Context: an optimization exercise on an open-source flow, tuned for small area and a short achievable clock period. The choices shown serve that exercise and are no tape-out recipe.
Function was checked by simulation only, so behaviour that the tests miss may differ from the original.
Power and IR drop assume default switching activity.

`flow/flow/run.sh`:
```
#!/bin/bash
# The standard layout (standard.sh), with one change: the port buffers that
# global placement inserts on every input and output are buf_4 cells instead
# of the resizer's default pick (clkdlybuf4s50_1, a delay cell).
set -euo pipefail
export BUFFER_PORTS_ARGS="-buffer_cell sky130_fd_sc_hd__buf_4"
bash standard.sh > standard.log 2>&1
```
`flow/standard.sh`:
```
#!/bin/bash
# synth_recipe.tcl (not shown) runs the flow's synth.tcl, then flattens the netlist and writes it again
# the make line also repeats each setting of config.mk as NAME=value (left out here)
make -C /OpenROAD-flow-scripts/flow DESIGN_CONFIG=/design/flow/config.mk WORK_HOME=/design/flow/orfs CLKGATE_MAP_FILE= SYNTH_SCRIPT=/design/flow/synth_recipe.tcl "${@:-finish}"
```
`flow/config.mk`:
```
export PLATFORM = sky130hd
export DESIGN_NAME = processor
export DESIGN_NICKNAME = processor
export VERILOG_FILES = /design/flow/design.v
export SDC_FILE = /design/flow/constraint.sdc
export NUM_CORES = 4
export LEC_CHECK = 0
export CAP_MARGIN = 20
export CORE_MARGIN = 2
export CORE_UTILIZATION = 40
export SLEW_MARGIN = 20
```
`flow/constraint.sdc`:
```
create_clock -name core_clock -period 8.5 [get_ports {clk}]
set_input_delay 1.7000 -clock core_clock [delete_from_list [all_inputs] [get_ports {clk}]]
set_output_delay 1.7000 -clock core_clock [all_outputs]
set_load 0.01 [all_outputs]
```
`flow/design.v`:
```
`timescale 1ns / 1ps
module decode(instr,opcode,rd_index,rs_index,rt_index,constant,shamt,address);
input [15:0] instr;
output [3:0] opcode;
output [2:0] rd_index,rs_index,rt_index,shamt;
output [5:0] constant;
output [8:0] address;
assign opcode   = instr[15:12];
assign rd_index = instr[11:9];
assign rs_index = instr[8:6];
assign rt_index = instr[5:3];
assign shamt    = instr[2:0];
assign constant = instr[5:0];
assign address  = instr[11:3];
endmodule
`timescale 1ns / 1ps
module control_unit(instr,opcode,rd_index,rs_index,rt_index,shamt,constant,address);
input [15:0] instr;
output  [3:0] opcode;
output  [2:0] rd_index,rs_index,rt_index,shamt;
output [5:0] constant;
output [8:0] address;
decode call(instr,opcode,rd_index,rs_index,rt_index,constant,shamt,address);
endmodule
`timescale 1ns / 1ps
module mul16(a, b, s, c);
input [15:0] a, b;
output [31:0] s, c;
  wire [15:0] pp [0:15];
  genvar gi;
  generate for (gi = 0; gi < 16; gi = gi + 1) begin : g_pp
    assign pp[gi] = b & {16{a[gi]}};
  end endgenerate
  wire t1 = pp[0][13] ^ pp[1][12];
  wire t2 = pp[0][13] & pp[1][12];
  wire t3 = pp[0][14] ^ pp[1][13] ^ pp[2][12];
  wire t4 = (pp[0][14] & pp[1][13]) | (pp[0][14] & pp[2][12]) | (pp[1][13] & pp[2][12]);
  wire t5 = pp[3][11] ^ pp[4][10];
  wire t6 = pp[3][11] & pp[4][10];
  wire t7 = pp[0][15] ^ pp[1][14] ^ pp[2][13];
  wire t8 = (pp[0][15] & pp[1][14]) | (pp[0][15] & pp[2][13]) | (pp[1][14] & pp[2][13]);
  wire t9 = pp[3][12] ^ pp[4][11] ^ pp[5][10];
  wire t10 = (pp[3][12] & pp[4][11]) | (pp[3][12] & pp[5][10]) | (pp[4][11] & pp[5][10]);
  wire t11 = pp[6][9] ^ pp[7][8];
  wire t12 = pp[6][9] & pp[7][8];
  wire t13 = pp[1][15] ^ pp[2][14] ^ pp[3][13];
  wire t14 = (pp[1][15] & pp[2][14]) | (pp[1][15] & pp[3][13]) | (pp[2][14] & pp[3][13]);
  wire t15 = pp[4][12] ^ pp[5][11] ^ pp[6][10];
  wire t16 = (pp[4][12] & pp[5][11]) | (pp[4][12] & pp[6][10]) | (pp[5][11] & pp[6][10]);
  wire t17 = pp[7][9] ^ pp[8][8];
  wire t18 = pp[7][9] & pp[8][8];
  wire t19 = pp[2][15] ^ pp[3][14] ^ pp[4][13];
  wire t20 = (pp[2][15] & pp[3][14]) | (pp[2][15] & pp[4][13]) | (pp[3][14] & pp[4][13]);
  wire t21 = pp[5][12] ^ pp[6][11] ^ pp[7][10];
  wire t22 = (pp[5][12] & pp[6][11]) | (pp[5][12] & pp[7][10]) | (pp[6][11] & pp[7][10]);
  wire t23 = pp[3][15] ^ pp[4][14] ^ pp[5][13];
  wire t24 = (pp[3][15] & pp[4][14]) | (pp[3][15] & pp[5][13]) | (pp[4][14] & pp[5][13]);
  wire t25 = pp[0][9] ^ pp[1][8];
  wire t26 = pp[0][9] & pp[1][8];
  wire t27 = pp[0][10] ^ pp[1][9] ^ pp[2][8];
  wire t28 = (pp[0][10] & pp[1][9]) | (pp[0][10] & pp[2][8]) | (pp[1][9] & pp[2][8]);
  wire t29 = pp[3][7] ^ pp[4][6];
  wire t30 = pp[3][7] & pp[4][6];
  wire t31 = pp[0][11] ^ pp[1][10] ^ pp[2][9];
  wire t32 = (pp[0][11] & pp[1][10]) | (pp[0][11] & pp[2][9]) | (pp[1][10] & pp[2][9]);
  wire t33 = pp[3][8] ^ pp[4][7] ^ pp[5][6];
  wire t34 = (pp[3][8] & pp[4][7]) | (pp[3][8] & pp[5][6]) | (pp[4][7] & pp[5][6]);
  wire t35 = pp[6][5] ^ pp[7][4];
  wire t36 = pp[6][5] & pp[7][4];
  wire t37 = pp[0][12] ^ pp[1][11] ^ pp[2][10];
  wire t38 = (pp[0][12] & pp[1][11]) | (pp[0][12] & pp[2][10]) | (pp[1][11] & pp[2][10]);
  wire t39 = pp[3][9] ^ pp[4][8] ^ pp[5][7];
  wire t40 = (pp[3][9] & pp[4][8]) | (pp[3][9] & pp[5][7]) | (pp[4][8] & pp[5][7]);
  wire t41 = pp[6][6] ^ pp[7][5] ^ pp[8][4];
  wire t42 = (pp[6][6] & pp[7][5]) | (pp[6][6] & pp[8][4]) | (pp[7][5] & pp[8][4]);
  wire t43 = pp[9][3] ^ pp[10][2];
  wire t44 = pp[9][3] & pp[10][2];
  wire t45 = t1 ^ pp[2][11] ^ pp[3][10];
  wire t46 = (t1 & pp[2][11]) | (t1 & pp[3][10]) | (pp[2][11] & pp[3][10]);
  wire t47 = pp[4][9] ^ pp[5][8] ^ pp[6][7];
  wire t48 = (pp[4][9] & pp[5][8]) | (pp[4][9] & pp[6][7]) | (pp[5][8] & pp[6][7]);
  wire t49 = pp[7][6] ^ pp[8][5] ^ pp[9][4];
  wire t50 = (pp[7][6] & pp[8][5]) | (pp[7][6] & pp[9][4]) | (pp[8][5] & pp[9][4]);
  wire t51 = pp[10][3] ^ pp[11][2] ^ pp[12][1];
  wire t52 = (pp[10][3] & pp[11][2]) | (pp[10][3] & pp[12][1]) | (pp[11][2] & pp[12][1]);
  wire t53 = t2 ^ t3 ^ t5;
  wire t54 = (t2 & t3) | (t2 & t5) | (t3 & t5);
  wire t55 = pp[5][9] ^ pp[6][8] ^ pp[7][7];
  wire t56 = (pp[5][9] & pp[6][8]) | (pp[5][9] & pp[7][7]) | (pp[6][8] & pp[7][7]);
  wire t57 = pp[8][6] ^ pp[9][5] ^ pp[10][4];
  wire t58 = (pp[8][6] & pp[9][5]) | (pp[8][6] & pp[10][4]) | (pp[9][5] & pp[10][4]);
  wire t59 = pp[11][3] ^ pp[12][2] ^ pp[13][1];
  wire t60 = (pp[11][3] & pp[12][2]) | (pp[11][3] & pp[13][1]) | (pp[12][2] & pp[13][1]);
  wire t61 = t4 ^ t6 ^ t7;
  wire t62 = (t4 & t6) | (t4 & t7) | (t6 & t7);
  wire t63 = t9 ^ t11 ^ pp[8][7];
  wire t64 = (t9 & t11) | (t9 & pp[8][7]) | (t11 & pp[8][7]);
  wire t65 = pp[9][6] ^ pp[10][5] ^ pp[11][4];
  wire t66 = (pp[9][6] & pp[10][5]) | (pp[9][6] & pp[11][4]) | (pp[10][5] & pp[11][4]);
  wire t67 = pp[12][3] ^ pp[13][2] ^ pp[14][1];
  wire t68 = (pp[12][3] & pp[13][2]) | (pp[12][3] & pp[14][1]) | (pp[13][2] & pp[14][1]);
  wire t69 = t8 ^ t10 ^ t12;
  wire t70 = (t8 & t10) | (t8 & t12) | (t10 & t12);
  wire t71 = t13 ^ t15 ^ t17;
  wire t72 = (t13 & t15) | (t13 & t17) | (t15 & t17);
  wire t73 = pp[9][7] ^ pp[10][6] ^ pp[11][5];
  wire t74 = (pp[9][7] & pp[10][6]) | (pp[9][7] & pp[11][5]) | (pp[10][6] & pp[11][5]);
  wire t75 = pp[12][4] ^ pp[13][3] ^ pp[14][2];
  wire t76 = (pp[12][4] & pp[13][3]) | (pp[12][4] & pp[14][2]) | (pp[13][3] & pp[14][2]);
  wire t77 = t14 ^ t16 ^ t18;
  wire t78 = (t14 & t16) | (t14 & t18) | (t16 & t18);
  wire t79 = t19 ^ t21 ^ pp[8][9];
  wire t80 = (t19 & t21) | (t19 & pp[8][9]) | (t21 & pp[8][9]);
  wire t81 = pp[9][8] ^ pp[10][7] ^ pp[11][6];
  wire t82 = (pp[9][8] & pp[10][7]) | (pp[9][8] & pp[11][6]) | (pp[10][7] & pp[11][6]);
  wire t83 = pp[12][5] ^ pp[13][4] ^ pp[14][3];
  wire t84 = (pp[12][5] & pp[13][4]) | (pp[12][5] & pp[14][3]) | (pp[13][4] & pp[14][3]);
  wire t85 = t20 ^ t22 ^ t23;
  wire t86 = (t20 & t22) | (t20 & t23) | (t22 & t23);
  wire t87 = pp[6][12] ^ pp[7][11] ^ pp[8][10];
  wire t88 = (pp[6][12] & pp[7][11]) | (pp[6][12] & pp[8][10]) | (pp[7][11] & pp[8][10]);
  wire t89 = pp[9][9] ^ pp[10][8] ^ pp[11][7];
  wire t90 = (pp[9][9] & pp[10][8]) | (pp[9][9] & pp[11][7]) | (pp[10][8] & pp[11][7]);
  wire t91 = pp[12][6] ^ pp[13][5] ^ pp[14][4];
  wire t92 = (pp[12][6] & pp[13][5]) | (pp[12][6] & pp[14][4]) | (pp[13][5] & pp[14][4]);
  wire t93 = t24 ^ pp[4][15] ^ pp[5][14];
  wire t94 = (t24 & pp[4][15]) | (t24 & pp[5][14]) | (pp[4][15] & pp[5][14]);
  wire t95 = pp[6][13] ^ pp[7][12] ^ pp[8][11];
  wire t96 = (pp[6][13] & pp[7][12]) | (pp[6][13] & pp[8][11]) | (pp[7][12] & pp[8][11]);
  wire t97 = pp[9][10] ^ pp[10][9] ^ pp[11][8];
  wire t98 = (pp[9][10] & pp[10][9]) | (pp[9][10] & pp[11][8]) | (pp[10][9] & pp[11][8]);
  wire t99 = pp[12][7] ^ pp[13][6] ^ pp[14][5];
  wire t100 = (pp[12][7] & pp[13][6]) | (pp[12][7] & pp[14][5]) | (pp[13][6] & pp[14][5]);
  wire t101 = pp[5][15] ^ pp[6][14] ^ pp[7][13];
  wire t102 = (pp[5][15] & pp[6][14]) | (pp[5][15] & pp[7][13]) | (pp[6][14] & pp[7][13]);
  wire t103 = pp[8][12] ^ pp[9][11] ^ pp[10][10];
  wire t104 = (pp[8][12] & pp[9][11]) | (pp[8][12] & pp[10][10]) | (pp[9][11] & pp[10][10]);
  wire t105 = pp[11][9] ^ pp[12][8] ^ pp[13][7];
  wire t106 = (pp[11][9] & pp[12][8]) | (pp[11][9] & pp[13][7]) | (pp[12][8] & pp[13][7]);
  wire t107 = pp[6][15] ^ pp[7][14] ^ pp[8][13];
  wire t108 = (pp[6][15] & pp[7][14]) | (pp[6][15] & pp[8][13]) | (pp[7][14] & pp[8][13]);
  wire t109 = pp[9][12] ^ pp[10][11] ^ pp[11][10];
  wire t110 = (pp[9][12] & pp[10][11]) | (pp[9][12] & pp[11][10]) | (pp[10][11] & pp[11][10]);
  wire t111 = pp[7][15] ^ pp[8][14] ^ pp[9][13];
  wire t112 = (pp[7][15] & pp[8][14]) | (pp[7][15] & pp[9][13]) | (pp[8][14] & pp[9][13]);
  wire t113 = pp[0][6] ^ pp[1][5];
  wire t114 = pp[0][6] & pp[1][5];
  wire t115 = pp[0][7] ^ pp[1][6] ^ pp[2][5];
  wire t116 = (pp[0][7] & pp[1][6]) | (pp[0][7] & pp[2][5]) | (pp[1][6] & pp[2][5]);
  wire t117 = pp[3][4] ^ pp[4][3];
  wire t118 = pp[3][4] & pp[4][3];
  wire t119 = pp[0][8] ^ pp[1][7] ^ pp[2][6];
  wire t120 = (pp[0][8] & pp[1][7]) | (pp[0][8] & pp[2][6]) | (pp[1][7] & pp[2][6]);
  wire t121 = pp[3][5] ^ pp[4][4] ^ pp[5][3];
  wire t122 = (pp[3][5] & pp[4][4]) | (pp[3][5] & pp[5][3]) | (pp[4][4] & pp[5][3]);
  wire t123 = pp[6][2] ^ pp[7][1];
  wire t124 = pp[6][2] & pp[7][1];
  wire t125 = t25 ^ pp[2][7] ^ pp[3][6];
  wire t126 = (t25 & pp[2][7]) | (t25 & pp[3][6]) | (pp[2][7] & pp[3][6]);
  wire t127 = pp[4][5] ^ pp[5][4] ^ pp[6][3];
  wire t128 = (pp[4][5] & pp[5][4]) | (pp[4][5] & pp[6][3]) | (pp[5][4] & pp[6][3]);
  wire t129 = pp[7][2] ^ pp[8][1] ^ pp[9][0];
  wire t130 = (pp[7][2] & pp[8][1]) | (pp[7][2] & pp[9][0]) | (pp[8][1] & pp[9][0]);
  wire t131 = t26 ^ t27 ^ t29;
  wire t132 = (t26 & t27) | (t26 & t29) | (t27 & t29);
  wire t133 = pp[5][5] ^ pp[6][4] ^ pp[7][3];
  wire t134 = (pp[5][5] & pp[6][4]) | (pp[5][5] & pp[7][3]) | (pp[6][4] & pp[7][3]);
  wire t135 = pp[8][2] ^ pp[9][1] ^ pp[10][0];
  wire t136 = (pp[8][2] & pp[9][1]) | (pp[8][2] & pp[10][0]) | (pp[9][1] & pp[10][0]);
  wire t137 = t28 ^ t30 ^ t31;
  wire t138 = (t28 & t30) | (t28 & t31) | (t30 & t31);
  wire t139 = t33 ^ t35 ^ pp[8][3];
  wire t140 = (t33 & t35) | (t33 & pp[8][3]) | (t35 & pp[8][3]);
  wire t141 = pp[9][2] ^ pp[10][1] ^ pp[11][0];
  wire t142 = (pp[9][2] & pp[10][1]) | (pp[9][2] & pp[11][0]) | (pp[10][1] & pp[11][0]);
  wire t143 = t32 ^ t34 ^ t36;
  wire t144 = (t32 & t34) | (t32 & t36) | (t34 & t36);
  wire t145 = t37 ^ t39 ^ t41;
  wire t146 = (t37 & t39) | (t37 & t41) | (t39 & t41);
  wire t147 = t43 ^ pp[11][1] ^ pp[12][0];
  wire t148 = (t43 & pp[11][1]) | (t43 & pp[12][0]) | (pp[11][1] & pp[12][0]);
  wire t149 = t38 ^ t40 ^ t42;
  wire t150 = (t38 & t40) | (t38 & t42) | (t40 & t42);
  wire t151 = t44 ^ t45 ^ t47;
  wire t152 = (t44 & t45) | (t44 & t47) | (t45 & t47);
  wire t153 = t49 ^ t51 ^ pp[13][0];
  wire t154 = (t49 & t51) | (t49 & pp[13][0]) | (t51 & pp[13][0]);
  wire t155 = t46 ^ t48 ^ t50;
  wire t156 = (t46 & t48) | (t46 & t50) | (t48 & t50);
  wire t157 = t52 ^ t53 ^ t55;
  wire t158 = (t52 & t53) | (t52 & t55) | (t53 & t55);
  wire t159 = t57 ^ t59 ^ pp[14][0];
  wire t160 = (t57 & t59) | (t57 & pp[14][0]) | (t59 & pp[14][0]);
  wire t161 = t54 ^ t56 ^ t58;
  wire t162 = (t54 & t56) | (t54 & t58) | (t56 & t58);
  wire t163 = t60 ^ t61 ^ t63;
  wire t164 = (t60 & t61) | (t60 & t63) | (t61 & t63);
  wire t165 = t65 ^ t67 ^ pp[15][0];
  wire t166 = (t65 & t67) | (t65 & pp[15][0]) | (t67 & pp[15][0]);
  wire t167 = t62 ^ t64 ^ t66;
  wire t168 = (t62 & t64) | (t62 & t66) | (t64 & t66);
  wire t169 = t68 ^ t69 ^ t71;
  wire t170 = (t68 & t69) | (t68 & t71) | (t69 & t71);
  wire t171 = t73 ^ t75 ^ pp[15][1];
  wire t172 = (t73 & t75) | (t73 & pp[15][1]) | (t75 & pp[15][1]);
  wire t173 = t70 ^ t72 ^ t74;
  wire t174 = (t70 & t72) | (t70 & t74) | (t72 & t74);
  wire t175 = t76 ^ t77 ^ t79;
  wire t176 = (t76 & t77) | (t76 & t79) | (t77 & t79);
  wire t177 = t81 ^ t83 ^ pp[15][2];
  wire t178 = (t81 & t83) | (t81 & pp[15][2]) | (t83 & pp[15][2]);
  wire t179 = t78 ^ t80 ^ t82;
  wire t180 = (t78 & t80) | (t78 & t82) | (t80 & t82);
  wire t181 = t84 ^ t85 ^ t87;
  wire t182 = (t84 & t85) | (t84 & t87) | (t85 & t87);
  wire t183 = t89 ^ t91 ^ pp[15][3];
  wire t184 = (t89 & t91) | (t89 & pp[15][3]) | (t91 & pp[15][3]);
  wire t185 = t86 ^ t88 ^ t90;
  wire t186 = (t86 & t88) | (t86 & t90) | (t88 & t90);
  wire t187 = t92 ^ t93 ^ t95;
  wire t188 = (t92 & t93) | (t92 & t95) | (t93 & t95);
  wire t189 = t97 ^ t99 ^ pp[15][4];
  wire t190 = (t97 & t99) | (t97 & pp[15][4]) | (t99 & pp[15][4]);
  wire t191 = t94 ^ t96 ^ t98;
  wire t192 = (t94 & t96) | (t94 & t98) | (t96 & t98);
  wire t193 = t100 ^ t101 ^ t103;
  wire t194 = (t100 & t101) | (t100 & t103) | (t101 & t103);
  wire t195 = t105 ^ pp[14][6] ^ pp[15][5];
  wire t196 = (t105 & pp[14][6]) | (t105 & pp[15][5]) | (pp[14][6] & pp[15][5]);
  wire t197 = t102 ^ t104 ^ t106;
  wire t198 = (t102 & t104) | (t102 & t106) | (t104 & t106);
  wire t199 = t107 ^ t109 ^ pp[12][9];
  wire t200 = (t107 & t109) | (t107 & pp[12][9]) | (t109 & pp[12][9]);
  wire t201 = pp[13][8] ^ pp[14][7] ^ pp[15][6];
  wire t202 = (pp[13][8] & pp[14][7]) | (pp[13][8] & pp[15][6]) | (pp[14][7] & pp[15][6]);
  wire t203 = t108 ^ t110 ^ t111;
  wire t204 = (t108 & t110) | (t108 & t111) | (t110 & t111);
  wire t205 = pp[10][12] ^ pp[11][11] ^ pp[12][10];
  wire t206 = (pp[10][12] & pp[11][11]) | (pp[10][12] & pp[12][10]) | (pp[11][11] & pp[12][10]);
  wire t207 = pp[13][9] ^ pp[14][8] ^ pp[15][7];
  wire t208 = (pp[13][9] & pp[14][8]) | (pp[13][9] & pp[15][7]) | (pp[14][8] & pp[15][7]);
  wire t209 = t112 ^ pp[8][15] ^ pp[9][14];
  wire t210 = (t112 & pp[8][15]) | (t112 & pp[9][14]) | (pp[8][15] & pp[9][14]);
  wire t211 = pp[10][13] ^ pp[11][12] ^ pp[12][11];
  wire t212 = (pp[10][13] & pp[11][12]) | (pp[10][13] & pp[12][11]) | (pp[11][12] & pp[12][11]);
  wire t213 = pp[13][10] ^ pp[14][9] ^ pp[15][8];
  wire t214 = (pp[13][10] & pp[14][9]) | (pp[13][10] & pp[15][8]) | (pp[14][9] & pp[15][8]);
  wire t215 = pp[9][15] ^ pp[10][14] ^ pp[11][13];
  wire t216 = (pp[9][15] & pp[10][14]) | (pp[9][15] & pp[11][13]) | (pp[10][14] & pp[11][13]);
  wire t217 = pp[12][12] ^ pp[13][11] ^ pp[14][10];
  wire t218 = (pp[12][12] & pp[13][11]) | (pp[12][12] & pp[14][10]) | (pp[13][11] & pp[14][10]);
  wire t219 = pp[10][15] ^ pp[11][14] ^ pp[12][13];
  wire t220 = (pp[10][15] & pp[11][14]) | (pp[10][15] & pp[12][13]) | (pp[11][14] & pp[12][13]);
  wire t221 = pp[0][4] ^ pp[1][3];
  wire t222 = pp[0][4] & pp[1][3];
  wire t223 = pp[0][5] ^ pp[1][4] ^ pp[2][3];
  wire t224 = (pp[0][5] & pp[1][4]) | (pp[0][5] & pp[2][3]) | (pp[1][4] & pp[2][3]);
  wire t225 = pp[3][2] ^ pp[4][1];
  wire t226 = pp[3][2] & pp[4][1];
  wire t227 = t113 ^ pp[2][4] ^ pp[3][3];
  wire t228 = (t113 & pp[2][4]) | (t113 & pp[3][3]) | (pp[2][4] & pp[3][3]);
  wire t229 = pp[4][2] ^ pp[5][1] ^ pp[6][0];
  wire t230 = (pp[4][2] & pp[5][1]) | (pp[4][2] & pp[6][0]) | (pp[5][1] & pp[6][0]);
  wire t231 = t114 ^ t115 ^ t117;
  wire t232 = (t114 & t115) | (t114 & t117) | (t115 & t117);
  wire t233 = pp[5][2] ^ pp[6][1] ^ pp[7][0];
  wire t234 = (pp[5][2] & pp[6][1]) | (pp[5][2] & pp[7][0]) | (pp[6][1] & pp[7][0]);
  wire t235 = t116 ^ t118 ^ t119;
  wire t236 = (t116 & t118) | (t116 & t119) | (t118 & t119);
  wire t237 = t121 ^ t123 ^ pp[8][0];
  wire t238 = (t121 & t123) | (t121 & pp[8][0]) | (t123 & pp[8][0]);
  wire t239 = t120 ^ t122 ^ t124;
  wire t240 = (t120 & t122) | (t120 & t124) | (t122 & t124);
  wire t241 = t125 ^ t127 ^ t129;
  wire t242 = (t125 & t127) | (t125 & t129) | (t127 & t129);
  wire t243 = t126 ^ t128 ^ t130;
  wire t244 = (t126 & t128) | (t126 & t130) | (t128 & t130);
  wire t245 = t131 ^ t133 ^ t135;
  wire t246 = (t131 & t133) | (t131 & t135) | (t133 & t135);
  wire t247 = t132 ^ t134 ^ t136;
  wire t248 = (t132 & t134) | (t132 & t136) | (t134 & t136);
  wire t249 = t137 ^ t139 ^ t141;
  wire t250 = (t137 & t139) | (t137 & t141) | (t139 & t141);
  wire t251 = t138 ^ t140 ^ t142;
  wire t252 = (t138 & t140) | (t138 & t142) | (t140 & t142);
  wire t253 = t143 ^ t145 ^ t147;
  wire t254 = (t143 & t145) | (t143 & t147) | (t145 & t147);
  wire t255 = t144 ^ t146 ^ t148;
  wire t256 = (t144 & t146) | (t144 & t148) | (t146 & t148);
  wire t257 = t149 ^ t151 ^ t153;
  wire t258 = (t149 & t151) | (t149 & t153) | (t151 & t153);
  wire t259 = t150 ^ t152 ^ t154;
  wire t260 = (t150 & t152) | (t150 & t154) | (t152 & t154);
  wire t261 = t155 ^ t157 ^ t159;
  wire t262 = (t155 & t157) | (t155 & t159) | (t157 & t159);
  wire t263 = t156 ^ t158 ^ t160;
  wire t264 = (t156 & t158) | (t156 & t160) | (t158 & t160);
  wire t265 = t161 ^ t163 ^ t165;
  wire t266 = (t161 & t163) | (t161 & t165) | (t163 & t165);
  wire t267 = t162 ^ t164 ^ t166;
  wire t268 = (t162 & t164) | (t162 & t166) | (t164 & t166);
  wire t269 = t167 ^ t169 ^ t171;
  wire t270 = (t167 & t169) | (t167 & t171) | (t169 & t171);
  wire t271 = t168 ^ t170 ^ t172;
  wire t272 = (t168 & t170) | (t168 & t172) | (t170 & t172);
  wire t273 = t173 ^ t175 ^ t177;
  wire t274 = (t173 & t175) | (t173 & t177) | (t175 & t177);
  wire t275 = t174 ^ t176 ^ t178;
  wire t276 = (t174 & t176) | (t174 & t178) | (t176 & t178);
  wire t277 = t179 ^ t181 ^ t183;
  wire t278 = (t179 & t181) | (t179 & t183) | (t181 & t183);
  wire t279 = t180 ^ t182 ^ t184;
  wire t280 = (t180 & t182) | (t180 & t184) | (t182 & t184);
  wire t281 = t185 ^ t187 ^ t189;
  wire t282 = (t185 & t187) | (t185 & t189) | (t187 & t189);
  wire t283 = t186 ^ t188 ^ t190;
  wire t284 = (t186 & t188) | (t186 & t190) | (t188 & t190);
  wire t285 = t191 ^ t193 ^ t195;
  wire t286 = (t191 & t193) | (t191 & t195) | (t193 & t195);
  wire t287 = t192 ^ t194 ^ t196;
  wire t288 = (t192 & t194) | (t192 & t196) | (t194 & t196);
  wire t289 = t197 ^ t199 ^ t201;
  wire t290 = (t197 & t199) | (t197 & t201) | (t199 & t201);
  wire t291 = t198 ^ t200 ^ t202;
  wire t292 = (t198 & t200) | (t198 & t202) | (t200 & t202);
  wire t293 = t203 ^ t205 ^ t207;
  wire t294 = (t203 & t205) | (t203 & t207) | (t205 & t207);
  wire t295 = t204 ^ t206 ^ t208;
  wire t296 = (t204 & t206) | (t204 & t208) | (t206 & t208);
  wire t297 = t209 ^ t211 ^ t213;
  wire t298 = (t209 & t211) | (t209 & t213) | (t211 & t213);
  wire t299 = t210 ^ t212 ^ t214;
  wire t300 = (t210 & t212) | (t210 & t214) | (t212 & t214);
  wire t301 = t215 ^ t217 ^ pp[15][9];
  wire t302 = (t215 & t217) | (t215 & pp[15][9]) | (t217 & pp[15][9]);
  wire t303 = t216 ^ t218 ^ t219;
  wire t304 = (t216 & t218) | (t216 & t219) | (t218 & t219);
  wire t305 = pp[13][12] ^ pp[14][11] ^ pp[15][10];
  wire t306 = (pp[13][12] & pp[14][11]) | (pp[13][12] & pp[15][10]) | (pp[14][11] & pp[15][10]);
  wire t307 = t220 ^ pp[11][15] ^ pp[12][14];
  wire t308 = (t220 & pp[11][15]) | (t220 & pp[12][14]) | (pp[11][15] & pp[12][14]);
  wire t309 = pp[13][13] ^ pp[14][12] ^ pp[15][11];
  wire t310 = (pp[13][13] & pp[14][12]) | (pp[13][13] & pp[15][11]) | (pp[14][12] & pp[15][11]);
  wire t311 = pp[12][15] ^ pp[13][14] ^ pp[14][13];
  wire t312 = (pp[12][15] & pp[13][14]) | (pp[12][15] & pp[14][13]) | (pp[13][14] & pp[14][13]);
  wire t313 = pp[0][3] ^ pp[1][2];
  wire t314 = pp[0][3] & pp[1][2];
  wire t315 = t221 ^ pp[2][2] ^ pp[3][1];
  wire t316 = (t221 & pp[2][2]) | (t221 & pp[3][1]) | (pp[2][2] & pp[3][1]);
  wire t317 = t222 ^ t223 ^ t225;
  wire t318 = (t222 & t223) | (t222 & t225) | (t223 & t225);
  wire t319 = t224 ^ t226 ^ t227;
  wire t320 = (t224 & t226) | (t224 & t227) | (t226 & t227);
  wire t321 = t228 ^ t230 ^ t231;
  wire t322 = (t228 & t230) | (t228 & t231) | (t230 & t231);
  wire t323 = t232 ^ t234 ^ t235;
  wire t324 = (t232 & t234) | (t232 & t235) | (t234 & t235);
  wire t325 = t236 ^ t238 ^ t239;
  wire t326 = (t236 & t238) | (t236 & t239) | (t238 & t239);
  wire t327 = t240 ^ t242 ^ t243;
  wire t328 = (t240 & t242) | (t240 & t243) | (t242 & t243);
  wire t329 = t244 ^ t246 ^ t247;
  wire t330 = (t244 & t246) | (t244 & t247) | (t246 & t247);
  wire t331 = t248 ^ t250 ^ t251;
  wire t332 = (t248 & t250) | (t248 & t251) | (t250 & t251);
  wire t333 = t252 ^ t254 ^ t255;
  wire t334 = (t252 & t254) | (t252 & t255) | (t254 & t255);
  wire t335 = t256 ^ t258 ^ t259;
  wire t336 = (t256 & t258) | (t256 & t259) | (t258 & t259);
  wire t337 = t260 ^ t262 ^ t263;
  wire t338 = (t260 & t262) | (t260 & t263) | (t262 & t263);
  wire t339 = t264 ^ t266 ^ t267;
  wire t340 = (t264 & t266) | (t264 & t267) | (t266 & t267);
  wire t341 = t268 ^ t270 ^ t271;
  wire t342 = (t268 & t270) | (t268 & t271) | (t270 & t271);
  wire t343 = t272 ^ t274 ^ t275;
  wire t344 = (t272 & t274) | (t272 & t275) | (t274 & t275);
  wire t345 = t276 ^ t278 ^ t279;
  wire t346 = (t276 & t278) | (t276 & t279) | (t278 & t279);
  wire t347 = t280 ^ t282 ^ t283;
  wire t348 = (t280 & t282) | (t280 & t283) | (t282 & t283);
  wire t349 = t284 ^ t286 ^ t287;
  wire t350 = (t284 & t286) | (t284 & t287) | (t286 & t287);
  wire t351 = t288 ^ t290 ^ t291;
  wire t352 = (t288 & t290) | (t288 & t291) | (t290 & t291);
  wire t353 = t292 ^ t294 ^ t295;
  wire t354 = (t292 & t294) | (t292 & t295) | (t294 & t295);
  wire t355 = t296 ^ t298 ^ t299;
  wire t356 = (t296 & t298) | (t296 & t299) | (t298 & t299);
  wire t357 = t300 ^ t302 ^ t303;
  wire t358 = (t300 & t302) | (t300 & t303) | (t302 & t303);
  wire t359 = t304 ^ t306 ^ t307;
  wire t360 = (t304 & t306) | (t304 & t307) | (t306 & t307);
  wire t361 = t308 ^ t310 ^ t311;
  wire t362 = (t308 & t310) | (t308 & t311) | (t310 & t311);
  wire t363 = t312 ^ pp[13][15] ^ pp[14][14];
  wire t364 = (t312 & pp[13][15]) | (t312 & pp[14][14]) | (pp[13][15] & pp[14][14]);
  wire t365 = pp[0][2] ^ pp[1][1];
  wire t366 = pp[0][2] & pp[1][1];
  wire t367 = t313 ^ pp[2][1] ^ pp[3][0];
  wire t368 = (t313 & pp[2][1]) | (t313 & pp[3][0]) | (pp[2][1] & pp[3][0]);
  wire t369 = t314 ^ t315 ^ pp[4][0];
  wire t370 = (t314 & t315) | (t314 & pp[4][0]) | (t315 & pp[4][0]);
  wire t371 = t316 ^ t317 ^ pp[5][0];
  wire t372 = (t316 & t317) | (t316 & pp[5][0]) | (t317 & pp[5][0]);
  wire t373 = t318 ^ t319 ^ t229;
  wire t374 = (t318 & t319) | (t318 & t229) | (t319 & t229);
  wire t375 = t320 ^ t321 ^ t233;
  wire t376 = (t320 & t321) | (t320 & t233) | (t321 & t233);
  wire t377 = t322 ^ t323 ^ t237;
  wire t378 = (t322 & t323) | (t322 & t237) | (t323 & t237);
  wire t379 = t324 ^ t325 ^ t241;
  wire t380 = (t324 & t325) | (t324 & t241) | (t325 & t241);
  wire t381 = t326 ^ t327 ^ t245;
  wire t382 = (t326 & t327) | (t326 & t245) | (t327 & t245);
  wire t383 = t328 ^ t329 ^ t249;
  wire t384 = (t328 & t329) | (t328 & t249) | (t329 & t249);
  wire t385 = t330 ^ t331 ^ t253;
  wire t386 = (t330 & t331) | (t330 & t253) | (t331 & t253);
  wire t387 = t332 ^ t333 ^ t257;
  wire t388 = (t332 & t333) | (t332 & t257) | (t333 & t257);
  wire t389 = t334 ^ t335 ^ t261;
  wire t390 = (t334 & t335) | (t334 & t261) | (t335 & t261);
  wire t391 = t336 ^ t337 ^ t265;
  wire t392 = (t336 & t337) | (t336 & t265) | (t337 & t265);
  wire t393 = t338 ^ t339 ^ t269;
  wire t394 = (t338 & t339) | (t338 & t269) | (t339 & t269);
  wire t395 = t340 ^ t341 ^ t273;
  wire t396 = (t340 & t341) | (t340 & t273) | (t341 & t273);
  wire t397 = t342 ^ t343 ^ t277;
  wire t398 = (t342 & t343) | (t342 & t277) | (t343 & t277);
  wire t399 = t344 ^ t345 ^ t281;
  wire t400 = (t344 & t345) | (t344 & t281) | (t345 & t281);
  wire t401 = t346 ^ t347 ^ t285;
  wire t402 = (t346 & t347) | (t346 & t285) | (t347 & t285);
  wire t403 = t348 ^ t349 ^ t289;
  wire t404 = (t348 & t349) | (t348 & t289) | (t349 & t289);
  wire t405 = t350 ^ t351 ^ t293;
  wire t406 = (t350 & t351) | (t350 & t293) | (t351 & t293);
  wire t407 = t352 ^ t353 ^ t297;
  wire t408 = (t352 & t353) | (t352 & t297) | (t353 & t297);
  wire t409 = t354 ^ t355 ^ t301;
  wire t410 = (t354 & t355) | (t354 & t301) | (t355 & t301);
  wire t411 = t356 ^ t357 ^ t305;
  wire t412 = (t356 & t357) | (t356 & t305) | (t357 & t305);
  wire t413 = t358 ^ t359 ^ t309;
  wire t414 = (t358 & t359) | (t358 & t309) | (t359 & t309);
  wire t415 = t360 ^ t361 ^ pp[15][12];
  wire t416 = (t360 & t361) | (t360 & pp[15][12]) | (t361 & pp[15][12]);
  wire t417 = t362 ^ t363 ^ pp[15][13];
  wire t418 = (t362 & t363) | (t362 & pp[15][13]) | (t363 & pp[15][13]);
  wire t419 = t364 ^ pp[14][15] ^ pp[15][14];
  wire t420 = (t364 & pp[14][15]) | (t364 & pp[15][14]) | (pp[14][15] & pp[15][14]);
  assign s = {1'b0, t420, t418, t416, t414, t412, t410, t408, t406, t404, t402, t400, t398, t396, t394, t392, t390, t388, t386, t384, t382, t380, t378, t376, t374, t372, t370, t368, t366, t365, pp[0][1], pp[0][0]};
  assign c = {1'b0, pp[15][15], t419, t417, t415, t413, t411, t409, t407, t405, t403, t401, t399, t397, t395, t393, t391, t389, t387, t385, t383, t381, t379, t377, t375, t373, t371, t369, t367, pp[2][0], pp[1][0], 1'b0};
endmodule
`timescale 1ns / 1ps
`timescale 1ns / 1ps
module processor(clk,reset,instr,PC,opcode,rd_index,rs_index,rt_index,shamt,constant,address,rd_value,rs_value,rt_value,low_out,high_out,SR);
input clk,reset;
input [15:0] instr;
output [7:0] PC;
output [3:0] opcode;
output [2:0] rd_index, rs_index, rt_index, shamt;
output [5:0] constant;
output [8:0] address;
output [15:0] rd_value,rs_value,rt_value,low_out,high_out,SR;
control_unit cal1(instr,opcode,rd_index,rs_index,rt_index,shamt,constant,address);
wire [3:0] op = opcode;
reg [7:0] pc;
reg [15:0] R [0:7];
reg [15:0] RAM [0:7];
reg [31:0] ps, pc2;    
reg [3:0] flags_q;
wire op_r    = ~op[3];                  
wire op_rs   = ~(op[3] & op[2]);        
wire is_sw   = (op == 4'd11);
wire is_mul  = (op == 4'd3);
wire wr_en   = ~(is_mul | (op[3] & (op[2] | (op[1] & op[0]))));
reg [15:0] rs_v, rt_v, st_v;
integer i;
always @(*) begin
	rs_v = 16'd0;
	rt_v = 16'd0;
	st_v = 16'd0;
	for (i = 0; i < 8; i = i + 1) begin
		rs_v = rs_v | (R[i] & {16{op_rs & (rs_index == i)}});
		rt_v = rt_v | (R[i] & {16{op_r & (rt_index == i)}});
		st_v = st_v | (R[i] & {16{rd_index == i}});
	end
end
assign rs_value = rs_v;
assign rt_value = rt_v;
wire [15:0] sum = rs_v + (rt_v | (op[3] ? {10'd0, constant} : 16'd0));
reg [7:0] cl, ch, r02, r35;
reg carry3, eq_n1, eq_n0x;
reg [15:0] ram_rd;
reg [7:0] ma_hot;
integer v, j;
always @(*) begin
	for (v = 0; v < 8; v = v + 1) begin
		cl[v]  = (constant[2:0] == v);
		ch[v]  = (constant[5:3] == v);
		r02[v] = (rs_v[2:0] == v);
		r35[v] = (rs_v[5:3] == v);
	end
	carry3 = 1'b0;
	eq_n1 = 1'b0;
	eq_n0x = 1'b0;
	for (v = 0; v < 8; v = v + 1) begin
		carry3 = carry3 | (cl[v] & (rs_v[2:0] > 7 - v));
		eq_n1 = eq_n1 | (r35[v] & ch[7 - v]);
		if (v != 0) eq_n0x = eq_n0x | (r35[v] & ch[8 - v]);
	end
	ram_rd = 16'd0;
	for (j = 0; j < 8; j = j + 1) begin
		ma_hot[j] = 1'b0;
		for (v = 0; v < 8; v = v + 1)
			ma_hot[j] = ma_hot[j] | (cl[v] & r02[(j - v) & 7]);
		ram_rd = ram_rd | (RAM[j] & {16{ma_hot[j]}});
	end
end
wire ones_hi = &rs_v[15:6];
wire ma_ok = carry3 ? (ones_hi & eq_n1)
                    : (ch[0] ? ~(|rs_v[15:3]) : (ones_hi & eq_n0x));
wire [31:0] mul_s, mul_c;
mul16 mul(rs_v, rt_v, mul_s, mul_c);
wire [31:0] prod = ps + pc2;
wire [15:0] lo = prod[15:0];
wire [15:0] hi = prod[31:16];
reg [15:0] rdv;
always @(*) begin
	case (op)
	4'd0, 4'd8: rdv = sum;
	4'd1: rdv = rs_v << shamt;
	4'd2: rdv = rs_v >> shamt;
	4'd4: rdv = lo;
	4'd5: rdv = hi;
	4'd6: rdv = rs_v | rt_v;
	4'd7: rdv = rs_v & rt_v;
	4'd9: rdv = {10'd0, constant};
	4'd10: rdv = ma_ok ? ram_rd : 16'd0;
	default: rdv = 16'd0;
	endcase
end
assign rd_value = rdv;
wire eq = (rs_v == rt_v);
wire lt = (rs_v < rt_v);
wire sgn_eq = (rs_v[15] == rt_v[15]);
wire [3:0] flags = {eq, ~eq & lt, ~eq & ~lt & ~sgn_eq, ~eq & ~lt & sgn_eq};
assign SR = {12'd0, flags_q};
assign low_out = lo;
assign high_out = hi;
assign PC = pc;
integer k;
always @(posedge clk, posedge reset) begin
	if (reset) begin
		pc <= 8'd0;
		ps <= 32'd0;
		pc2 <= 32'd0;
		flags_q <= 4'd0;
		for (k = 0; k < 8; k = k + 1) R[k] <= 7 - k;
		RAM[0] <= 16'd1;
		RAM[1] <= 16'd5;
		RAM[2] <= 16'd0;
		RAM[3] <= 16'd0;
		RAM[4] <= 16'd3;
		RAM[5] <= 16'd1;
		RAM[6] <= 16'd1;
		RAM[7] <= 16'd1;
	end else begin
		if (pc > 8'd14) pc <= 8'd0;
		else if (op[3] & op[2] & ~(op[1] & op[0])) pc <= pc + address[7:0];
		else pc <= pc + 8'd1;
		if (is_mul) begin
			ps <= mul_s;
			pc2 <= mul_c;
		end
		flags_q <= flags;
		if (wr_en) R[rd_index] <= rdv;
		for (k = 0; k < 8; k = k + 1)
			if (is_sw & ma_ok & ma_hot[k]) RAM[k] <= st_v;
	end
end
endmodule
```
==> results of run 1 <==
critical path, stage by stage:
cell	delay (ns)
buf_4	0.23
and2_1	0.41
nor3_1	0.15
nor4_2	0.41
nand2b_1	0.18
buf_4	0.26
ha_1	0.31
a211oi_1	0.37
o21ai_0	0.20
a2111oi_0	0.63
o31ai_1	0.24
a21o_1	0.24
a21oi_1	0.19
nand2_1	0.07
nor3b_1	0.16
a2111oi_4	0.56
inv_1	0.10
buf_4	0.16
cell usage in the layout (no fill, tap or decap), drive strengths merged, types with 15 or more instances in the layout:
| master | count |
|---|---|
| nand2 | 394 |
| dfrtp | 309 |
| nor2 | 282 |
| buf | 282 |
| inv | 275 |
| o21ai | 236 |
| fa | 198 |
| a22oi | 128 |
| a21oi | 121 |
| mux2 | 115 |
| ha | 106 |
| clkbuf | 55 |
| and3 | 44 |
| nand3 | 41 |
| nor3 | 38 |
| a221oi | 35 |
| xnor2 | 31 |
| nand4 | 28 |
| mux2i | 25 |
| a22o | 24 |
| o211ai | 22 |
| a222oi | 21 |
| dfstp | 20 |
| a21o | 20 |
| nand2b | 18 |
| a211oi | 18 |
| xor2 | 15 |
synth_stat cells (all sizes together) (100+ instances only):
master,count
buf,100
nor2,282
ha,106
inv,273
dfrtp,309
fa,198
mux2,115
nand2,394
a22oi,128
clkbuf,142
o21ai,236
a21oi,121
power groups by stage:
stage	sequential [mW]	clock, mW	combinational, mW
floorplan	1.81	0	0.533
global placement	1.84	0	0.888
detailed placement	1.85	0	0.906
CTS	1.82	1.81	0.909
global route	1.84	1.88	0.992
finish	1.82	1.78	0.932
cell type report:
type | count | area [sq um] | area share
inverters | 276 | 1040 | 0.0339
repair buffers | 282 | 2170 | 0.0707
clock inverters | 16 | 206 | 0.00673
clock buffers | 55 | 1160 | 0.0377
flip-flops and latches | 329 | 8260 | 0.269
well taps | 873 | 1090 | 0.0356
multi-input cells | 2186 | 16800 | 0.546
worst max-delay path by stage:
stage	start	endpoint	slack [ns]	cells past startpoint
6_report	instr[14]	rd_value[13]	0.18	18
3_3_place_gp	instr[6]	rd_value[14]	0.05	19
4_1_cts	instr[6]	rd_value[14]	0.07	19
5_1_grt	instr[6]	rd_value[14]	0.004	20
2_1_floorplan	instr[15]	rd_value[14]	0.34	21
3_5_place_dp	instr[6]	rd_value[14]	0.07	19
stage by stage:
step	hold WS (ns)	instances	cell area, sq um	power, mW
after floorplan	0.442	3033	27100	2.34
after global placement	0.453	3944	29200	2.73
after detailed placement	0.464	3944	29200	2.75
after CTS	0.479	4015	30600	4.54
after global routing	0.498	4017	30700	4.71
final	0.475	4017	30700	4.53
layer usage:
metal / routed length (um) / track usage / share of wire / vias to the layer above
li1: - / - / - / 10600
met1: 43800 / 0.404 / 0.40 / 12400
met2: 49600 / 0.490 / 0.45 / 1358
met3: 9810 / 0.0665 / 0.089 / 348
met4: 7310 / 0.184 / 0.066 / 0
met5: 0 / 0 / 0 / -
registers in the layout, indices dropped and copies added (netlist names):
signal,count
ps,31
R,128
RAM,128
pc,8
flags_q,4
pc2,30
cell families after synthesis:
| family | Yosys count |
|---|---|
| flops | 329 |
| simple gates | 931 |
| xor+xnor | 46 |
| fa+ha+maj | 304 |
| compound gates | 747 |
| buf+inv | 518 |
| mux | 146 |
| other cells | 1 |
repair_timing:
item / 4_1_cts / 5_1_grt
endpoints found under the hold margin: 0 / 0
resized for setup: 0 / 5
buffers inserted: 0 / 0
setup endpoints to repair: 0 / 4
==> impl_metrics.csv, run 1 <==
group,metric,value,unit
power,combPwrFrac,0.206,
sta,finalWorstSetupSlack,0.183,ns
clock_tree,h-tree-depth,2,
clock_tree,cts_tree,"yes",
global_routing,grt_max_degree,203,
routing,drt_wl_total,111000,um
routing,drc,0,
sta,rsz0062_at_grt,"false",
clock_tree,clkTransAtPathRegs,0.06,ns
critical_path,critPathMaxFanout,18,
routing,wl_per_cell,27.5,um
routing,drt_first_pass_iters,9,
global_routing,grt.overflow.total,0,
layout,drive_gt1_frac,0.176,
power,internal_power,3.03,mW
synth,synthMuxAreaShare,0.0624,
global_routing,gr-usage-all-layers,0.315,
floorplan,die_h,264,um
synth,syn_area,27100,sq um
power,p_clk_frac,0.392,
synth,synth_top_area_frac,0.286,
critical_path,required,6.80,ns
power,swShare,0.331,
synth,netlist.top_cell.by_area,"dfrtp_1",
critical_path,critPathArrivalTime,6.62,ns
layout,antenna_cells,0,
synth,synth_compound_area_frac,0.185,
sta,hold_viol_final,0,
critical_path,crit_type,"primary input to primary output",
routing,vias,24600,
synth,synth_edf_count,0,
sta,clock_skew,0.0437,ns
synth,synth_top_family_by_area,"adder cells",
sta,setup_viol_count_final,0,
placed_design,dp_slack,0.0707,ns
power,irDropWorstVdd,0.129,mV
flow_run,cap_viol_max_count,0,
critical_path,worstReg2RegEnd,"pc2[16]",
clock_tree,cts_sinks,329,
placed_design,portBuffers,140,
synth,synth.distinct_cells,106,
floorplan,num_rows,95,
clock_tree,clock_path_buffers,3,
clock_tree,clock_latency,0.61,ns
outcome,status,"no timing/DRC/antenna violations",
floorplan,die_w,264,um
routing,drt_iter0_markers,2724,
sta,post-route-period-util,0.978,
synth,ys.flop_type,"dfrtp_1",
synth,ys_ff_latch,329,
synth,syn_avg_cell_area,8.96,sq um
sta,drv_slew,0,
sta,fmaxAchievable,120,MHz
global_routing,grt_pass1_wl,164000,um
global_routing,antenna_found_initial,0,
sta,slew_headroom,0.269,
sta,tns,0,ns
layout,fillerInstances,6500,
placed_design,dp_hpwl,83600,um
synth,synth-adder-area-share,0.195,
sta,worst_pin_slew,1.10,ns
clock_tree,cts-root-buf,"clkbuf_16",
clock_tree,cts-buffers-inserted,39,
critical_path,r2r_cells,17,
floorplan,initial_core_util,0.404,
routing,vias_per_cell,6.14,
synth,ys_warn_count,4,
synth,synthSimpleGateAreaFrac,0.155,
floorplan,core_area,67000,sq um
synth,postSynthCellCount,3022,
power,leakagePower,14.3,nW
synth,ys_seq_area_frac,0.305,
power,power_frac_seq,0.402,
synth,synth_top_cells_by_area,"dfrtp_1 (29%), fa_1 (15%), nand2_1 (5.5%), ha_1 (4.9%), mux2_2 (4.7%)",
clock_tree,holdBufCountCts,0,
hold_path,min_path_type,"register to register",
critical_path,worst-r2r-setup-slack,2.60,ns
hold_path,worstHoldStart,"RAM[2][12]",
floorplan,io_pins,153,
hold_path,hold_end,"RAM[2][12]",
power,power.switching,1.50,mW
global_routing,grt_pass1_vias,24800,
layout,fin_util,0.458,
power,pwr_density_cell,148,nW/um^2
routing,ant_nets,0,
sta,fin_crit,8.32,ns
layout,final_nets,3436,
layout,synthToLayoutAreaGrowth,13.4,%
critical_path,start_kind,"primary input",
critical_path,cp-end-kind,"primary output",
hold_path,holdPathStages,2,
floorplan,die-area,69800,sq um
synth,async_flop_share,1.00,
placed_design,place_congestion,1.04,
critical_path,timing.rr.start,"R[0][3]",
synth,synthXorXnorAreaFrac,0.0149,
==> inputs of run 2 (changes only) <==
==> flow/flow/run.sh (replaced) <==
#!/bin/bash
# The standard layout (standard.sh), with one change: the port buffers that
# global placement inserts on every input and output are buf_2 cells instead
# of the resizer's default pick (clkdlybuf4s50_1, a delay cell).
set -euo pipefail
export BUFFER_PORTS_ARGS="-buffer_cell sky130_fd_sc_hd__buf_2"
bash standard.sh > standard.log 2>&1
--- a/flow/config.mk
+++ b/flow/config.mk
@@ -8,4 +8,4 @@
 export CAP_MARGIN = 20
 export CORE_MARGIN = 2
-export CORE_UTILIZATION = 40
+export CORE_UTILIZATION = 50
 export SLEW_MARGIN = 20
==> run 2 against run 1 <==
Largest cell class unchanged. Global-route usage grew 6.7 points. Combinational power shrank 5.4%. Still clean. Clock skew shrank 0.020 ns.
==> impl_metrics.csv, run 2 <==
group,metric,value,unit
clock_tree,clkTransAtPathRegs,0.06,ns
floorplan,core_area,53700,sq um
layout,final_nets,3441,
critical_path,slowest_delay,0.57,ns
sta,hold_viol_final,0,
critical_path,critPathArrivalTime,6.62,ns
synth,syn_avg_cell_area,8.96,sq um
sta,setup_viol_count_final,0,
critical_path,crit_cells,19,
routing,vias_per_cell,6.39,
layout,antenna_cells,0,
synth,synth_top_area_frac,0.286,
floorplan,die_w,237,um
outcome,status,"no timing/DRC/antenna violations",
global_routing,grt_pass1_vias,24400,
synth,ys.flop_type,"dfrtp_1",
synth,synth.distinct_cells,106,
clock_tree,clock_path_buffers,3,
clock_tree,h-tree-depth,2,
power,pwr_density_cell,148,nW/um^2
layout,reg_top3,"RAM: 128 flops, R: 128 flops, ps: 31 flops",
synth,synth_edf_count,0,
global_routing,antenna_found_initial,4,
synth,ys_warn_count,4,
placed_design,place_congestion,1.01,
critical_path,worst-r2r-setup-slack,2.86,ns
clock_tree,holdBufCountCts,0,
synth,postSynthCellCount,3022,
sta,fin_crit,8.32,ns
placed_design,place_inst,3774,
clock_tree,ctsResizeCount,1,
synth,ys_top_cells_by_count,"nand2_1 (393), dfrtp_1 (309), nor2_1 (281), inv_1 (266), o21ai_0 (219)",
floorplan,num_rows,85,
critical_path,cp-end-kind,"primary output",
global_routing,grt_max_degree,135,
clock_tree,cts_tree,"yes",
critical_path,crit_start,"instr[15]",
routing,vias,24600,
sta,fmaxAchievable,120,MHz
clock_tree,clock_latency,0.59,ns
clock_tree,cts_setup_buffers,0,
layout,stdcell_count,3844,
placed_design,portBuffers,140,
floorplan,die-area,56000,sq um
floorplan,io_pins,153,
synth,ys_seq_area_frac,0.305,
global_routing,gr-usage-all-layers,0.382,
routing,drt_wl_total,107000,um
flow_run,cap_viol_max_count,0,
critical_path,endpoint,"rd_value[14]",
sta,post-route-period-util,0.979,
sta,clock_skew,0.0234,ns
layout,drive_gt1_frac,0.175,
global_routing,grt_pass1_wl,159000,um
routing,drt_first_pass_iters,6,
sta,rsz0062_at_grt,"false",
critical_path,path_cells,"buf_2, buf_4, a2111oi_2, a221o_1, or2_1, ha_1, fa_1, a211oi_1, o21bai_1, a2111oi_2, buf_4, nor4b_1, o21a_1, o41ai_2, o21ai_0, xnor2_1, nor2_1, or3b_1, buf_2",
synth,ys_ff_latch,329,
critical_path,crit_family,"compound AO/OA/AOI/OAI gates",
layout,synthToLayoutAreaGrowth,11.0,%
clock_tree,cts-root-buf,"clkbuf_16",
sta,slew_headroom,0.269,
synth,syn_area,27100,sq um
critical_path,required,6.80,ns
global_routing,grt.overflow.total,0,
routing,drc,0,
critical_path,crit_type,"primary input to primary output",
power,irDropWorstVdd,0.199,mV
routing,drt_iter0_markers,2732,
synth,netlist.top_cell.by_area,"dfrtp_1",
sta,worst_pin_slew,1.09,ns
sta,drv_slew,0,
critical_path,r2r_cells,18,
critical_path,crit_buf_inv,4,
floorplan,die_h,237,um
critical_path,critPathMaxFanout,15,
sta,tns,0,ns
clock_tree,cts-buffers-inserted,39,
critical_path,worstReg2RegEnd,"pc2[17]",
synth,yosysMostFrequentCell,"nand2_1",
routing,ant_nets,0,
synth,async_flop_share,1.00,
floorplan,initial_core_util,0.504,
routing,wl_per_cell,27.7,um
layout,layout_commonest_cell,"nand2_1",
critical_path,timing.rr.start,"R[5][5]",
synth,synth_top_cells_by_area,"dfrtp_1 (29%), fa_1 (15%), nand2_1 (5.5%), ha_1 (4.9%), mux2_2 (4.7%)",
placed_design,dp_slack,0.0126,ns
hold_path,min_path_type,"register to register",
sta,finalWorstSetupSlack,0.179,ns
clock_tree,cts_sinks,329,
placed_design,dp_hpwl,81300,um
critical_path,start_kind,"primary input",
critical_path,slowest_stage,"or3b_1",
power,leakagePower,14.3,nW
layout,mostFrequentLayoutCells,"nand2_1 (393), dfrtp_1 (309), nor2_1 (281), inv_1 (265), o21ai_0 (219)",
==> run 2: worst min-delay path: stages (launching register included) <==
cell and delay (ns):
dfrtp_1 0.34, nand2_1 0.05, o21ai_0 0.06
==> run 2: how the worst min path moves through the flow <==
stage	start	end	depth (start not counted)
2_1_floorplan	RAM[2][15]	RAM[2][15]	2
3_3_place_gp	RAM[2][12]	RAM[2][12]	2
3_5_place_dp	RAM[2][15]	RAM[2][15]	2
4_1_cts	RAM[2][15]	RAM[2][15]	2
5_1_grt	RAM[3][8]	RAM[3][8]	2
6_report	RAM[2][14]	RAM[2][14]	2
==> run 2: kinds of logic after synthesis <==
kind of cell,share of synthesized area
and+or+nand+nor,0.155
AOI/OAI and AO/OA,0.185
buffers and inverters,0.0817
DFF,0.305
adders and majority gates,0.195
muxes,0.0624
xor gates and xnor gates,0.0149
other,0.000139
==> run 2: area by class of cell <==
type	count	area, sq um
fillers	4839	23700
multi-input cells	2186	16700
flip-flops and latches	329	8260
repair buffers	287	1820
clock buffers	55	1090
inverters	276	1040
well taps	696	871
clock inverters	15	230
==> run 2: layer usage <==
layer	routed length [um]	up-vias	GRT usage
met5	37	-	0
met4	6040	6	0.183
met3	9500	269	0.0824
met2	47700	1273	0.596
met1	43300	12400	0.509
li1	-	10600	-
==> run 2: stage by stage <==
stage                     power, mW  utilization  hold WS (ns)  instance area, sq um
after floorplan                2.34            -         0.442                 27100
after global placement         2.70        0.535         0.456                 28700
after detailed placement       2.72        0.535         0.464                 28700
after CTS                      4.45        0.559         0.477                 30000
after global routing           4.62        0.560         0.494                 30100
final                          4.45        0.560         0.476                 30100
==> run 2: power by group <==
group / internal [mW] / switching [mW] / total [mW]
Combinational: 0.282 / 0.600 / 0.882
Sequential: 1.70 / 0.140 / 1.84
Clock: 1.02 / 0.711 / 1.73
Total: 3.00 / 1.45 / 4.45
==> inputs of run 3 (changes only) <==
--- a/flow/config.mk
+++ b/flow/config.mk
@@ -8,4 +8,5 @@
 export CAP_MARGIN = 20
 export CORE_MARGIN = 2
-export CORE_UTILIZATION = 50
+export CORE_UTILIZATION = 55
+export SETUP_SLACK_MARGIN = 1.0
 export SLEW_MARGIN = 20
==> run 3 against run 2 <==
Still clean. Sequential cell count unchanged. Total power increased by 2.1%. Wire length about the same. Combinational power increased by 5.9%. Register-to-register slack got worse by 0.05 ns. Design area increased by 2.5%. Clock skew increased by 0.012 ns. Maximum frequency increased by 9.6%. First-iteration DRC count increased by 14%. Die area decreased by 8.9%. Global-route usage increased by 3.8 points. Critical endpoint is now rd_value[6]. Largest power group unchanged. Highest routed layer is now met4.
==> impl_metrics.csv, run 3 <==
group,metric,value,unit
clock_tree,h-tree-depth,2,
synth,ys.flop_type,"dfrtp_1",
routing,vias_per_cell,6.58,
layout,mostFrequentLayoutCells,"nand2_1 (390), dfrtp_1 (309), nor2_1 (276), inv_1 (263), o21ai_0 (215)",
clock_tree,cts-root-buf,"clkbuf_16",
sta,slew_headroom,0.282,
critical_path,timing.rr.start,"R[7][6]",
floorplan,initial_core_util,0.555,
critical_path,path_cells,"buf_4, a21boi_4, buf_4, a32oi_1, nand3_1, or2_2, buf_4, inv_1, buf_4, ha_1, nor2_1, a221oi_1, o311ai_0, a21oi_1, o2111ai_1, a211oi_2, inv_1, buf_2",
floorplan,io_pins,153,
synth,async_flop_share,1.00,
power,p_clk_frac,0.393,
synth,yosysMostFrequentCell,"nand2_1",
clock_tree,clock_path_buffers,3,
routing,drt_first_pass_iters,9,
outcome,status,"no timing/DRC/antenna violations",
critical_path,cp-end-kind,"primary output",
routing,routedLengthMet1,40000,um
synth,synth_edf_count,0,
sta,post-route-period-util,0.893,
critical_path,crit_buf_inv,7,
critical_path,crit_type,"primary input to primary output",
routing,vias,25300,
synth,ys_warn_count,4,
global_routing,grt_pass1_vias,25000,
layout,layout_commonest_cell,"nand2_1",
global_routing,antenna_found_initial,1,
layout,final_nets,3467,
floorplan,core_area,48700,sq um
power,combPwrFrac,0.205,
sta,drv_slew,0,
power,power_frac_seq,0.401,
power,leakagePower,14.6,nW
layout,synthToLayoutAreaGrowth,13.8,%
critical_path,worst-r2r-setup-slack,2.81,ns
power,swShare,0.327,
floorplan,die_h,226,um
critical_path,slowest_delay,0.57,ns
global_routing,gr-usage-all-layers,0.420,
global_routing,grt_max_degree,157,
hold_path,worstHoldStart,"RAM[6][13]",
critical_path,required,6.80,ns
critical_path,critPathArrivalTime,5.89,ns
flow_run,cap_viol_max_count,0,
synth,ys_top_cells_by_count,"nand2_1 (393), dfrtp_1 (309), nor2_1 (281), inv_1 (266), o21ai_0 (219)",
synth,postSynthCellCount,3022,
power,internal_power,3.06,mW
synth,syn_avg_cell_area,8.96,sq um
sta,whs,0.481,ns
layout,fillerInstances,4091,
clock_tree,cts-buffers-inserted,38,
sta,fin_crit,7.59,ns
sta,hold_viol_final,0,
layout,drive_gt1_frac,0.197,
routing,top_layer_used,"met4",
sta,worst_pin_slew,1.07,ns
synth,ys_ff_latch,329,
critical_path,start_kind,"primary input",
critical_path,crit_start,"instr[14]",
routing,wl_met3,10900,um
clock_tree,cts_tree,"yes",
power,irDropWorstVdd,0.242,mV
routing,wl_met2,47900,um
clock_tree,holdBufCountCts,0,
floorplan,die-area,51000,sq um
floorplan,num_rows,81,
critical_path,slowest_stage,"a211oi_2",
power,power.switching,1.49,mW
layout,reg_top3,"RAM: 128 flops, R: 128 flops, ps: 31 flops",
placed_design,portBuffers,140,
sta,setup_viol_count_final,0,
synth,ys_seq_area_frac,0.305,
routing,drt_iter0_markers,3120,
synth,synth_top_area_frac,0.286,
placed_design,place_congestion,1.05,
synth,synth_top_cells_by_area,"dfrtp_1 (29%), fa_1 (15%), nand2_1 (5.5%), ha_1 (4.9%), mux2_2 (4.7%)",
power,pwr_density_cell,148,nW/um^2
critical_path,crit_family,"compound AO/OA/AOI/OAI gates",
sta,tns,0,ns
synth,syn_area,27100,sq um
clock_tree,clkTransAtPathRegs,0.06,ns
sta,rsz0062_at_grt,"true",
routing,ant_nets,0,
synth,netlist.top_cell.by_area,"dfrtp_1",
global_routing,grt_pass1_wl,159000,um
routing,drc,0,
placed_design,dp_hpwl,79300,um
sta,fmaxAchievable,132,MHz
clock_tree,clock_latency,0.60,ns
critical_path,critPathMaxFanout,16,
floorplan,die_w,226,um
sta,clock_skew,0.0352,ns
routing,drt_wl_total,107000,um
critical_path,cpMostUsedCell,"buf_4",
hold_path,min_path_type,"register to register",
clock_tree,cts_sinks,329,
global_routing,grt.overflow.total,0,
routing,wl_per_cell,27.7,um
synth,synth.distinct_cells,106,
-- run 3: cell count changes in the layout (fill, tap and decap cells not counted), sizes merged, moves of 2 or more --
cell / previous run / this run
bufbuf: 0 / 3
buf: 287 / 310
clkbuf: 55 / 50
bufinv: 4 / 6
diode: 0 / 2
clkinv: 12 / 15
-- run 3: repair_timing --
action	CTS	global route
cloned	3	0
endpoints found under the hold margin	0	0
gates resized for setup	63	32
pin swaps	19	17
setup endpoints to repair	15	15
setup buffers	21	6
-- run 3: logic make-up after synthesis --
group,Yosys count,synth area share
other cells,1,0.000139
flops,329,0.305
xor+xnor,46,0.0149
fa+ha+maj,304,0.195
simple gates,931,0.155
compound gates,747,0.185
buf+inv,518,0.0817
mux,146,0.0624
-- run 3: cell type report --
type / instances / area, sq um / area share
clock buffer: 49 / 1030 / 0.0335
sequential: 329 / 8260 / 0.268
inverter: 276 / 1040 / 0.0338
clock inverter: 21 / 327 / 0.0106
antenna: 2 / 5.00 / 0.000163
tap: 664 / 831 / 0.0270
timing repair buffer: 314 / 2220 / 0.0720
multi-input combinational: 2186 / 17100 / 0.555
-- run 3: worst register-to-register path, stage by stage, from the launching register on --
cell     delay, ns
dfrtp_1       0.44
mux2i_1       0.26
o32ai_1       0.19
or2_2         0.37
buf_4         0.20
inv_1         0.17
buf_4         0.31
nor2_1        0.12
fa_1          0.54
inv_1         0.05
fa_1          0.49
inv_1         0.06
fa_1          0.44
fa_1          0.52
inv_1         0.06
fa_1          0.53
inv_1         0.06
fa_1          0.46
mux2_2        0.27
-- run 3: final timing paths --
| kind | endpoint | cells past startpoint |
|---|---|---|
| max | rd_value[6] | 18 |
| min | RAM[6][13] | 2 |
| max reg2reg | pc2[17] | 18 |
| min reg2reg | RAM[6][13] | 2 |
| max in group asynchronous | RAM[7][1] | 4 |
| min in group asynchronous | R[7][4] | 3 |
-- run 3: metrics by stage --
step / util / power [mW] / instance area [sq um] / setup slack [ns] / std cells
after floorplan: - / 2.34 / 27200 / 0.974 / 3033
final: 0.632 / 4.55 / 30800 / 0.909 / 3841
after CTS: 0.627 / 4.52 / 30600 / 0.949 / 3833
after detailed placement: 0.589 / 2.71 / 28700 / 0.359 / 3739
after global placement: 0.589 / 2.69 / 28700 / 0.407 / 3739
after global routing: 0.632 / 4.70 / 30800 / 0.810 / 3839
-- run 3: power by group through the flow --
stage / sequential [mW] / clock (mW) / combinational, mW
2_1_floorplan: 1.81 / 0 / 0.538
3_3_place_gp: 1.84 / 0 / 0.847
3_5_place_dp: 1.84 / 0 / 0.864
4_1_cts: 1.82 / 1.81 / 0.896
5_1_grt: 1.84 / 1.87 / 0.993
6_report: 1.83 / 1.79 / 0.934
-- run 3: layer usage --
metal	track usage	vias up
met2	0.650	1607
met3	0.105	377
met1	0.530	12700
met5	0	-
li1	-	10600
met4	0.257	0

==> separate check: timing with driven ports <==
Ports are ideal in the flow. The routed layouts listed here were re-timed in OpenROAD. Step 1: set_driving_cell puts a clkbuf_16 on clk and a buf_2 on each other input, an assumption about the parent block. Step 2, shift: input delay + t, output delay - t, t = (earliest + latest rising clock arrival at the registers) / 2. This alone moves slack from input paths to output paths. a / b / c = no drivers / after step 1 / after step 2; a / b = the first two.
run | shift t [ns] | setup slack, ns | latest minus earliest clock arrival (ns)
run 1 | 0.654 | 0.183 / 0.161 / 0.161 | 0.044 / 0.044
run 2 | 0.643 | 0.179 / 0.158 / 0.158 | 0.024 / 0.023
run 3 | 0.639 | 0.909 / 0.788 / 0.788 | 0.035 / 0.035
After both steps every run listed still meets setup and hold. For run 3, which loses most, drivers alone change the setup slack by -0.121 ns; drivers and shift together by -0.121 ns.
